From an optimization exercise on the open Yosys and OpenROAD flow, aimed at small area and a short achievable clock period; shortcuts taken in it are not production practice.
RTL that was checked went through simulation tests only; none was proved equivalent to the original.
No activity file was given, so power comes from the tool's default toggle rates.

==> job 4065 <==
==> flow/design.v <==
module kv_nor2 (input wire a, input wire b, output wire y);
    assign y = !(a | b);
endmodule
module kv_nand2 (input wire a, input wire b, output wire y);
    assign y = !(a & b);
endmodule
module kv_nor4 (input wire a, input wire b, input wire c, input wire d, output wire y);
    assign y = !(a | b | c | d);
endmodule
module kv_nand4 (input wire a, input wire b, input wire c, input wire d, output wire y);
    assign y = !(a & b & c & d);
endmodule
module kv_slot_match (
    input wire [15:0] key_in,
    input wire [15:0] key,
    input wire free,
    output wire match
);
    assign match = !free && (key == key_in);
endmodule
module kv_sel_oct (
    input wire [7:0] match,
    input wire [7:0] bits,
    output wire out
);
    assign out = |(match & bits);
endmodule
module kv_sel_bit (
    input wire [31:0] match,
    input wire [31:0] bits,
    output wire out
);
    wire [3:0] oct;        
    wire [1:0] half_n;     
    genvar n;
    generate
        for (n = 0; n < 4; n = n + 1) begin : o
            kv_sel_oct u_oct (.match(match[8*n+7:8*n]), .bits(bits[8*n+7:8*n]), .out(oct[n]));
        end
        for (n = 0; n < 2; n = n + 1) begin : h
            kv_nor2 u_nor (.a(oct[2*n]), .b(oct[2*n+1]), .y(half_n[n]));
        end
    endgenerate
    kv_nand2 u_out (.a(half_n[0]), .b(half_n[1]), .y(out));
endmodule
module kv_miss (
    input wire [31:0] match,
    output wire miss
);
    wire [7:0] none4;
    wire [1:0] any16;
    genvar n;
    generate
        for (n = 0; n < 8; n = n + 1) begin : q
            kv_nor4 u_nor (.a(match[4*n]), .b(match[4*n+1]), .c(match[4*n+2]), .d(match[4*n+3]), .y(none4[n]));
        end
        for (n = 0; n < 2; n = n + 1) begin : h
            kv_nand4 u_nand (.a(none4[4*n]), .b(none4[4*n+1]), .c(none4[4*n+2]), .d(none4[4*n+3]), .y(any16[n]));
        end
    endgenerate
    kv_nor2 u_out (.a(any16[0]), .b(any16[1]), .y(miss));
endmodule
module map_data_structure #(
    parameter KEY_WIDTH = 16,
    parameter VALUE_WIDTH = 16,
    parameter MAP_SIZE = 32
)(
    input wire clk,
    input wire reset,
    input wire [KEY_WIDTH-1:0] key_in,
    input wire [VALUE_WIDTH-1:0] value_in,
    input wire [1:0] op,  
    input wire valid_in,
    output wire ready_out,
    output wire [VALUE_WIDTH-1:0] value_out,
    output wire valid_out,
    input wire ready_in
);
    localparam NOP = 2'b00,
               INSERT = 2'b01,
               DELETE = 2'b10,
               LOOKUP = 2'b11;
    reg [KEY_WIDTH-1:0] keys [0:MAP_SIZE-1];
    reg [VALUE_WIDTH-1:0] values [0:MAP_SIZE-1];
    reg [MAP_SIZE-1:0] free;
    wire [MAP_SIZE-1:0] match;
    genvar g, b;
    generate
        for (g = 0; g < MAP_SIZE; g = g + 1) begin : m
            kv_slot_match u_match (
                .key_in(key_in), .key(keys[g]), .free(free[g]), .match(match[g])
            );
        end
        for (b = 0; b < VALUE_WIDTH; b = b + 1) begin : s
            wire [MAP_SIZE-1:0] column;
            for (g = 0; g < MAP_SIZE; g = g + 1) begin : c
                assign column[g] = values[g][b];
            end
            kv_sel_bit u_sel (.match(match), .bits(column), .out(value_out[b]));
        end
    endgenerate
    wire miss;
    kv_miss u_miss (.match(match), .miss(miss));
    wire hit = !miss;
    reg [MAP_SIZE-1:0] first_free;
    reg seen;
    integer i;
    always @(*) begin
        seen = 1'b0;
        for (i = 0; i < MAP_SIZE; i = i + 1) begin
            first_free[i] = free[i] && !seen;
            seen = seen | free[i];
        end
    end
    wire do_insert = (op == INSERT) && valid_in && ready_out;
    wire do_delete = (op == DELETE) && valid_in;
    always @(posedge clk) begin
        if (reset)
            free <= {MAP_SIZE{1'b1}};
        else
            free <= (free | (match & {MAP_SIZE{do_insert | do_delete}}))
                  & ~(first_free & {MAP_SIZE{do_insert}});
    end
    always @(posedge clk) begin
        for (i = 0; i < MAP_SIZE; i = i + 1)
            if (free[i]) begin
                keys[i] <= key_in;
                values[i] <= value_in;
            end
    end
    assign valid_out = (op == LOOKUP) && hit;
    assign ready_out = |free;
endmodule
==> flow/run.sh <==
#!/bin/bash
# synth_recipe.tcl (not shown) runs the flow's synth.tcl, then flattens the netlist and writes it again
# the make line also repeats each setting of config.mk as NAME=value (left out here)
make -C /OpenROAD-flow-scripts/flow DESIGN_CONFIG=/design/flow/config.mk WORK_HOME=/design/flow/orfs CLKGATE_MAP_FILE= SYNTH_SCRIPT=/design/flow/synth_recipe.tcl finish
==> flow/config.mk <==
export PLATFORM = sky130hd
export DESIGN_NAME = map_data_structure
export DESIGN_NICKNAME = map_data_structure
export VERILOG_FILES = /design/flow/design.v
export SDC_FILE = /design/flow/constraint.sdc
export NUM_CORES = 4
export LEC_CHECK = 0
export CAP_MARGIN = 20
export CORE_MARGIN = 2
export CORE_UTILIZATION = 60
export CTS_BUF_LIST = sky130_fd_sc_hd__clkbuf_16
export CTS_CLUSTER_DIAMETER = 100
export CTS_CLUSTER_SIZE = 30
export SETUP_SLACK_MARGIN = 4
export SLEW_MARGIN = 20
export SYNTH_HIERARCHICAL = 1
export SYNTH_MINIMUM_KEEP_SIZE = 0
==> flow/constraint.sdc <==
create_clock -name core_clock -period 10.0 [get_ports {clk}]
set_input_delay 2.0000 -clock core_clock [delete_from_list [all_inputs] [get_ports {clk}]]
set_output_delay 2.0000 -clock core_clock [all_outputs]
set_load 0.01 [all_outputs]
==> inputs of job 6671, as changes to job 4065 <==
==> flow/design.v, changed modules only <==
module kv_sel_bit (
    input wire [31:0] match,
    input wire [31:0] bits,
    output wire out
);
    assign out = |(match & bits);
endmodule
module map_data_structure #(
    parameter KEY_WIDTH = 16,
    parameter VALUE_WIDTH = 16,
    parameter MAP_SIZE = 32
)(
    input wire clk,
    input wire reset,
    input wire [KEY_WIDTH-1:0] key_in,
    input wire [VALUE_WIDTH-1:0] value_in,
    input wire [1:0] op,  
    input wire valid_in,
    output wire ready_out,
    output wire [VALUE_WIDTH-1:0] value_out,
    output wire valid_out,
    input wire ready_in
);
    localparam NOP = 2'b00,
               INSERT = 2'b01,
               DELETE = 2'b10,
               LOOKUP = 2'b11;
    reg [KEY_WIDTH-1:0] keys [0:MAP_SIZE-1];
    reg [VALUE_WIDTH-1:0] values [0:MAP_SIZE-1];
    reg [MAP_SIZE-1:0] free;
    wire [MAP_SIZE-1:0] match;
    genvar g, b;
    generate
        for (g = 0; g < MAP_SIZE; g = g + 1) begin : m
            kv_slot_match u_match (
                .key_in(key_in), .key(keys[g]), .free(free[g]), .match(match[g])
            );
        end
        for (b = 0; b < VALUE_WIDTH; b = b + 1) begin : s
            wire [MAP_SIZE-1:0] column;
            for (g = 0; g < MAP_SIZE; g = g + 1) begin : c
                assign column[g] = values[g][b];
            end
            kv_sel_bit u_sel (.match(match), .bits(column), .out(value_out[b]));
        end
    endgenerate
    wire hit = |match;
    reg [MAP_SIZE-1:0] first_free;
    reg seen;
    integer i;
    always @(*) begin
        seen = 1'b0;
        for (i = 0; i < MAP_SIZE; i = i + 1) begin
            first_free[i] = free[i] && !seen;
            seen = seen | free[i];
        end
    end
    wire do_insert = (op == INSERT) && valid_in && ready_out;
    wire do_delete = (op == DELETE) && valid_in;
    always @(posedge clk) begin
        if (reset)
            free <= {MAP_SIZE{1'b1}};
        else
            free <= (free | (match & {MAP_SIZE{do_insert | do_delete}}))
                  & ~(first_free & {MAP_SIZE{do_insert}});
    end
    always @(posedge clk) begin
        for (i = 0; i < MAP_SIZE; i = i + 1)
            if (free[i]) begin
                keys[i] <= key_in;
                values[i] <= value_in;
            end
    end
    assign valid_out = (op == LOOKUP) && hit;
    assign ready_out = |free;
endmodule
// module kv_nor2 removed
// module kv_nand2 removed
// module kv_nor4 removed
// module kv_nand4 removed
// module kv_sel_oct removed
// module kv_miss removed
--- a/flow/config.mk
+++ b/flow/config.mk
@@ -7,2 +7,3 @@
 export LEC_CHECK = 0
+export ABC_AREA = 1
 export CAP_MARGIN = 20
@@ -10,5 +11,5 @@
 export CORE_UTILIZATION = 60
-export CTS_BUF_LIST = sky130_fd_sc_hd__clkbuf_16
-export CTS_CLUSTER_DIAMETER = 100
-export CTS_CLUSTER_SIZE = 30
+export CTS_BUF_LIST = sky130_fd_sc_hd__clkbuf_8
+export CTS_CLUSTER_DIAMETER = 60
+export CTS_CLUSTER_SIZE = 16
 export SETUP_SLACK_MARGIN = 4
==> notes.md <==
Job 6671 passed the timing, DRC and antenna checks. Job 4065 ran to the end with no violations. Between job 4065 and job 6671, the lower setup slack is in job 4065 (gap 0.27 ns). Between job 6671 and job 4065, the lower hold slack is in job 4065 (gap 0.051 ns). Of job 4065 and job 6671, job 6671 has the higher synthesized area (gap about 11%, measured against job 6671). Against job 6671, the combinational power of job 4065 is smaller by about 30%. Of job 4065 and job 6671, job 6671 has the higher cell area (gap 13%, measured against job 6671).
==> figures <==
item	job 6671	job 4065
Met3 wire length	14.5 mm	7.65 mm
Run status	finished clean	finished clean
X dimension of the die	280 um	265 um
Worst r2r path cells	9	7
Share of power burned in the clock network	28.2%	27.1%
Post-DP HPWL	64.5 mm	52.3 mm
Wire length of the first global-routing pass	190 mm	147 mm
Clock Tree Root	sky130_fd_sc_hd__clkbuf_8	sky130_fd_sc_hd__clkbuf_16
Total non-filler cell area in the finished layout	0.0548 mm2	0.0474 mm2
Number of fill cells	5357	4354
Combinational share of power	8.1%	6.0%
No functional check of the RTL was part of job 6671.

port drivers added, routing unchanged:
No port has a modelled driver above. Below, the same layouts with a new extraction and two added sets of constraints.
Step 1 assumes that a clkbuf_16 drives the clock port and a buf_2 every other input.
Step 2 times the ports against the registers' clock, not the clock port: input delays grow and output delays shrink by t, the midpoint of the rising clock arrivals with the driver on.
a / b / c = ideal ports / drivers / drivers and shift; a / b = the first two.
run | t (ns) | setup slack, ns | hold slack, ns | clock arrival spread, ns | pins driven straight from the clock port
job 4065 | 0.674 | 3.593 / 3.406 / 3.406 | 0.716 / 0.716 / 0.716 | 0.041 / 0.041 | 1
job 6671 | 0.786 | 3.864 / 3.580 / 3.580 | 0.768 / 0.768 / 0.768 | 0.049 / 0.049 | 1
After both steps setup and hold are still met in every run listed. For job 6671, which loses most, drivers alone change the setup slack by -0.284 ns; drivers and shift together by -0.284 ns.
